Source: an optimization exercise on an open RTL-to-GDS flow (aim: small area and a short achievable clock period). Production flows keep margins and buffers that such runs may drop. RTL that was checked went through simulation tests only; none was proved equivalent to the original. Power figures rest on the tool's default switching activity, not on a simulated workload.

// CPU
module CPU(clk, Reset, imem_addr, imem_data, dmem_addr, dmem_wdata, dmem_we, dmem_re,
           dmem_rdata, wb_we, wb_dest, wb_data);
For scale: ~6,800 cells after synthesis, roughly 1,500 flip-flops, roughly 200 I/O pins.
clock: 11.0 ns
lec_check: 0
cap_margin: 20
core_margin: 2
core_utilization: 40
slew_margin: 20
standard.sh (not shown) runs the stock make flow with config.mk's settings and CLKGATE_MAP_FILE= SYNTH_SCRIPT=/design/flow/synth_recipe.tcl, a recipe that flattens the netlist after the stock synthesis.
==> flow/flow/run.sh <==
#!/bin/bash
# Standard ORFS layout with stronger timing repair: repair_timing aims for
# extra setup slack and may swap cells across footprints; ports get buf_2
# buffers instead of the default delay-cell buffers; clock tree leaves drive
# sink clusters of up to 25 and no dummy loads are added; design repair aims
# closer to the slew and capacitance limits.
set -uo pipefail
bash standard.sh \
  SETUP_SLACK_MARGIN=7.4 \
  MATCH_CELL_FOOTPRINT=0 \
  "BUFFER_PORTS_ARGS=-buffer_cell sky130_fd_sc_hd__buf_2" \
  CAP_MARGIN=10 \
  SLEW_MARGIN=10 \
  "CTS_ARGS=-sink_clustering_enable -repair_clock_nets -dont_use_dummy_load -sink_clustering_size 25 -sink_clustering_max_diameter 80" \
  finish > standard.log 2>&1
The baseline finished with timing, DRC and antenna clean.
Edit:
--- a/flow/design.v
+++ b/flow/design.v
@@ -1893,51 +1893,53 @@
    reg           idv;                 
    reg [31:1]    sa, sb;              
    reg           ba, bb;              
    reg           i_j, i_beq, i_bne;   
    reg [31:0]    e_a, e_b;            
    reg [15:0]    e_imm;
    reg [4:0]     e_sh, e_dest;
    reg           e_we, e_mr, e_mw, e_mult;
    reg           e_src, e_add, e_sub, e_and, e_or, e_slt, e_sll, e_srl, e_mfhi, e_mflo;
    reg [31:0]    m_res, m_sd;         
    reg [4:0]     m_dest;
    reg           m_we, m_mr, m_mw, m_mfhi, m_mflo;
+   reg           m_ld;                
    reg [31:0]    w_data;              
+   reg [31:0]    w_rfd;               
    reg [4:0]     w_dest;
    reg           w_we;
    reg           rclr;                
    reg [31:0]    ma;                  
    reg [7:0]     cneg, cone, ctwo;    
    reg [7:0]     lneg, lone, ltwo;    
    reg [63:0]    hs, hc;              
    reg           it2;                 
    reg           hz;                  
    reg [31:0]    rf [1:31];
    wire [4:0]    rs = ir[25:21];
    wire [4:0]    rt = ir[20:16];
    wire [4:0]    rd = ir[15:11];
    reg [31:0]    va, vb;
    always @(*) begin
-      va = {32{ba}} & w_data;
-      vb = {32{bb}} & w_data;
+      va = {32{ba}} & w_rfd;
+      vb = {32{bb}} & w_rfd;
       for (i = 1; i < 32; i = i + 1) begin
          va = va | ({32{sa[i]}} & rf[i]);
          vb = vb | ({32{sb[i]}} & rf[i]);
       end
    end
    always @(posedge clk) begin
       for (i = 1; i < 32; i = i + 1)
         if (rclr || (w_we && w_dest == i))
-          rf[i] <= rclr ? 32'd0 : w_data;
+          rf[i] <= w_rfd;
    end
    wire [5:0]    op = ir[31:26];
    wire [5:0]    fn = ir[5:0];
    wire          d_j    = op == 6'd2;
    wire          d_beq  = op == 6'd4;
    wire          d_bne  = op == 6'd5;
    wire          d_addi = op == 6'd8;
    wire          d_slti = op == 6'd10;
    wire          d_andi = op == 6'd12;
    wire          d_ori  = op == 6'd13;
    wire          d_lui  = op == 6'd15;
    wire          d_lw   = op == 6'd35;
@@ -2037,24 +2039,25 @@
      end
    wire [31:0]   res = ({32{e_add | e_sub}} & sum)
                      | ({32{e_and}} & (e_a & b))
                      | ({32{e_or}} & (e_a | b))
                      | {31'd0, e_slt & lt}
                      | ({32{e_sll}} & sout)
                      | ({32{e_srl}} & srev);
    always @(posedge clk) begin
       m_res <= res;
       m_sd <= e_b;
       m_dest <= e_dest;
       m_mfhi <= e_mfhi;
+      m_ld <= e_mr;
       m_mflo <= e_mflo;
       if (Reset) begin
          m_we <= 1'b0;
          m_mr <= 1'b0;
          m_mw <= 1'b0;
       end else begin
          m_we <= e_we;
          m_mr <= e_mr;
          m_mw <= e_mw;
       end
    end
    wire [63:0]   ts, tc;
@@ -2075,29 +2078,27 @@
       end
       it2 <= ~Reset & e_mult & ~d_mult;
       if (Reset)
         hz <= 1'b1;
       else if (e_mult)
         hz <= 1'b0;
    end
    wire [63:0]   hilo = hs + hc;
    assign dmem_addr = m_res;
    assign dmem_wdata = m_sd;
    assign dmem_we = m_mw;
    assign dmem_re = m_mr;
+   wire [31:0]   wsel = m_ld ? dmem_rdata
+                      : m_mfhi ? (hz ? 32'd0 : hilo[63:32])
+                      : m_mflo ? (hz ? 32'd0 : hilo[31:0])
+                      : m_res;
    always @(posedge clk) begin
       rclr <= Reset;
       w_dest <= m_dest;
       w_we <= ~Reset & m_we;
-      if (m_mr)
-        w_data <= dmem_rdata;
-      else if (m_mfhi)
-        w_data <= hz ? 32'd0 : hilo[63:32];
-      else if (m_mflo)
-        w_data <= hz ? 32'd0 : hilo[31:0];
-      else
-        w_data <= m_res;
+      w_data <= wsel;
+      w_rfd <= Reset ? 32'd0 : wsel;
    end
    assign wb_we = w_we;
    assign wb_dest = w_dest;
    assign wb_data = w_data;
 endmodule
Result:
- The changed run passed the timing, DRC and antenna checks
- non-clock buffer count rose by 30
- global-route usage rose by 1.1 points
- power rose by about 4%
- routed wire length rose by 5.6%
- clock-buffer cell count fell by 1
- final area rose by 2.2%
- cell count rose by 1.6%
- sequential power rose by about 1%
- via count rose by 1.6%
- fmax fell by 2.4%
- setup slack loses 0.092 ns
- area after synthesis rose by about 1.6%
- sequential share of layout area fell by 0.37 points
The RTL of the second run of this note was laid out without a check of its function.

* * *

Another version of the RTL of CPU (not shown whole).
Size in the first run: ~6800 cells after synthesis, roughly 1600 flip-flops, about 200 I/O pins, ~81000 µm² of cells after synthesis.
Design CPU, start of the top module:
module CPU(clk, Reset, imem_addr, imem_data, dmem_addr, dmem_wdata, dmem_we, dmem_re,
           dmem_rdata, wb_we, wb_dest, wb_data);
Settings: LEC_CHECK=0, CAP_MARGIN=20, CORE_MARGIN=2, CORE_UTILIZATION=40, SLEW_MARGIN=20; clock period 11.0 ns.
==> flow/flow/run.sh <==
#!/bin/bash
# Standard ORFS layout with stronger timing repair: repair_timing aims for
# extra setup slack and may swap cells across footprints; ports get buf_2
# buffers instead of the default delay-cell buffers; clock tree leaves drive
# sink clusters of up to 20 and no dummy loads are added.
set -uo pipefail
bash standard.sh \
  SETUP_SLACK_MARGIN=7.4 \
  MATCH_CELL_FOOTPRINT=0 \
  "BUFFER_PORTS_ARGS=-buffer_cell sky130_fd_sc_hd__buf_2" \
  "CTS_ARGS=-sink_clustering_enable -repair_clock_nets -dont_use_dummy_load -sink_clustering_size 20 -sink_clustering_max_diameter 60" \
  finish > standard.log 2>&1
Edit:
--- a/flow/design.v
+++ b/flow/design.v
@@ -1907,13 +1907,13 @@
    reg           w_we;
    reg           rclr;                
    reg [31:0]    ma;                  
    reg [7:0]     cneg, cone, ctwo;    
    reg [7:0]     lneg, lone, ltwo;    
    reg [63:0]    hs, hc;              
-   reg           p2;                  
+   reg           it2;                 
    reg           hz;                  
    reg [31:0]    rf [1:31];
    wire [4:0]    rs = ir[25:21];
    wire [4:0]    rt = ir[20:16];
    wire [4:0]    rd = ir[15:11];
    reg [31:0]    va, vb;
@@ -2054,36 +2054,29 @@
       end else begin
          m_we <= e_we;
          m_mr <= e_mr;
          m_mw <= e_mw;
       end
    end
-   wire          it2 = p2 & ~e_mult;
    wire [63:0]   ts, tc;
    mul_tree tree(.a(ma), .neg(cneg), .one(cone), .two(ctwo),
                  .accs(hs[47:0] & {48{it2}}), .accc(hc[47:0] & {48{it2}}),
                  .s(ts), .c(tc));
    always @(posedge clk) begin
-      if (d_mult) begin
-         ma <= va;
-         cneg <= bneg[15:8];
-         cone <= bone[15:8];
-         ctwo <= btwo[15:8];
-         lneg <= bneg[7:0];
-         lone <= bone[7:0];
-         ltwo <= btwo[7:0];
-      end else if (e_mult) begin
-         cneg <= lneg;
-         cone <= lone;
-         ctwo <= ltwo;
-      end
+      ma <= d_mult ? va : e_a;
+      lneg <= bneg[7:0];
+      lone <= bone[7:0];
+      ltwo <= btwo[7:0];
+      cneg <= d_mult ? bneg[15:8] : lneg;
+      cone <= d_mult ? bone[15:8] : lone;
+      ctwo <= d_mult ? btwo[15:8] : ltwo;
       if (e_mult | it2) begin
          hs <= ts;
          hc <= tc;
       end
-      p2 <= ~Reset & e_mult;
+      it2 <= ~Reset & e_mult & ~d_mult;
       if (Reset)
         hz <= 1'b1;
       else if (e_mult)
         hz <= 1'b0;
    end
    wire [63:0]   hilo = hs + hc;
What happened:
- cell area fell by 3.0%
- core utilization fell by 1.3 points
- combinational power rose to 3.5 times its value
- first-iteration DRC count rose by 1.3%
- die area fell by 0.63%
- count of clock-buffer cells in the layout fell by 2
- total power rose by 43%
- clock skew rose by 35 ps
- setup slack gets better by 240 ps
- wire length fell by 6.9%
- synthesized area fell by 0.63%
- register-to-register slack gets better by 240 ps
For the first run of this note, only the layout was checked, not whether the RTL still works.

-- re-timing with driven ports --
No port has a modelled driver above. Below, the same layouts with a new extraction and two added sets of constraints. Step 1 assumes that a clkbuf_16 drives the clock port and a buf_2 every other input. Step 2 moves the port delays by t, midway between the first and last clock arrival at a register: inputs arrive t later, outputs are due t later. That takes back most of the time a late clock gives input paths. a / b / c = no drivers / after step 1 / after step 2; a / b = the first two.
run | shift t [ns] | setup WS [ns] | pins driven straight from the clock port
the first run of note 1 | 0.858 | 7.246 / 7.246 / 6.769 | 1
the second run of note 1 | 0.841 | 7.154 / 7.154 / 6.634 | 1
the first run of note 2 | 0.890 | 6.962 / 6.962 / 6.962 | 1
the second run of note 2 | 0.890 | 7.198 / 7.198 / 6.763 | 1
After both steps setup and hold are still met in every run listed. The setup slack of the second run of note 1, which loses most, moves by 0.000 ns with the drivers and by -0.520 ns with both steps.
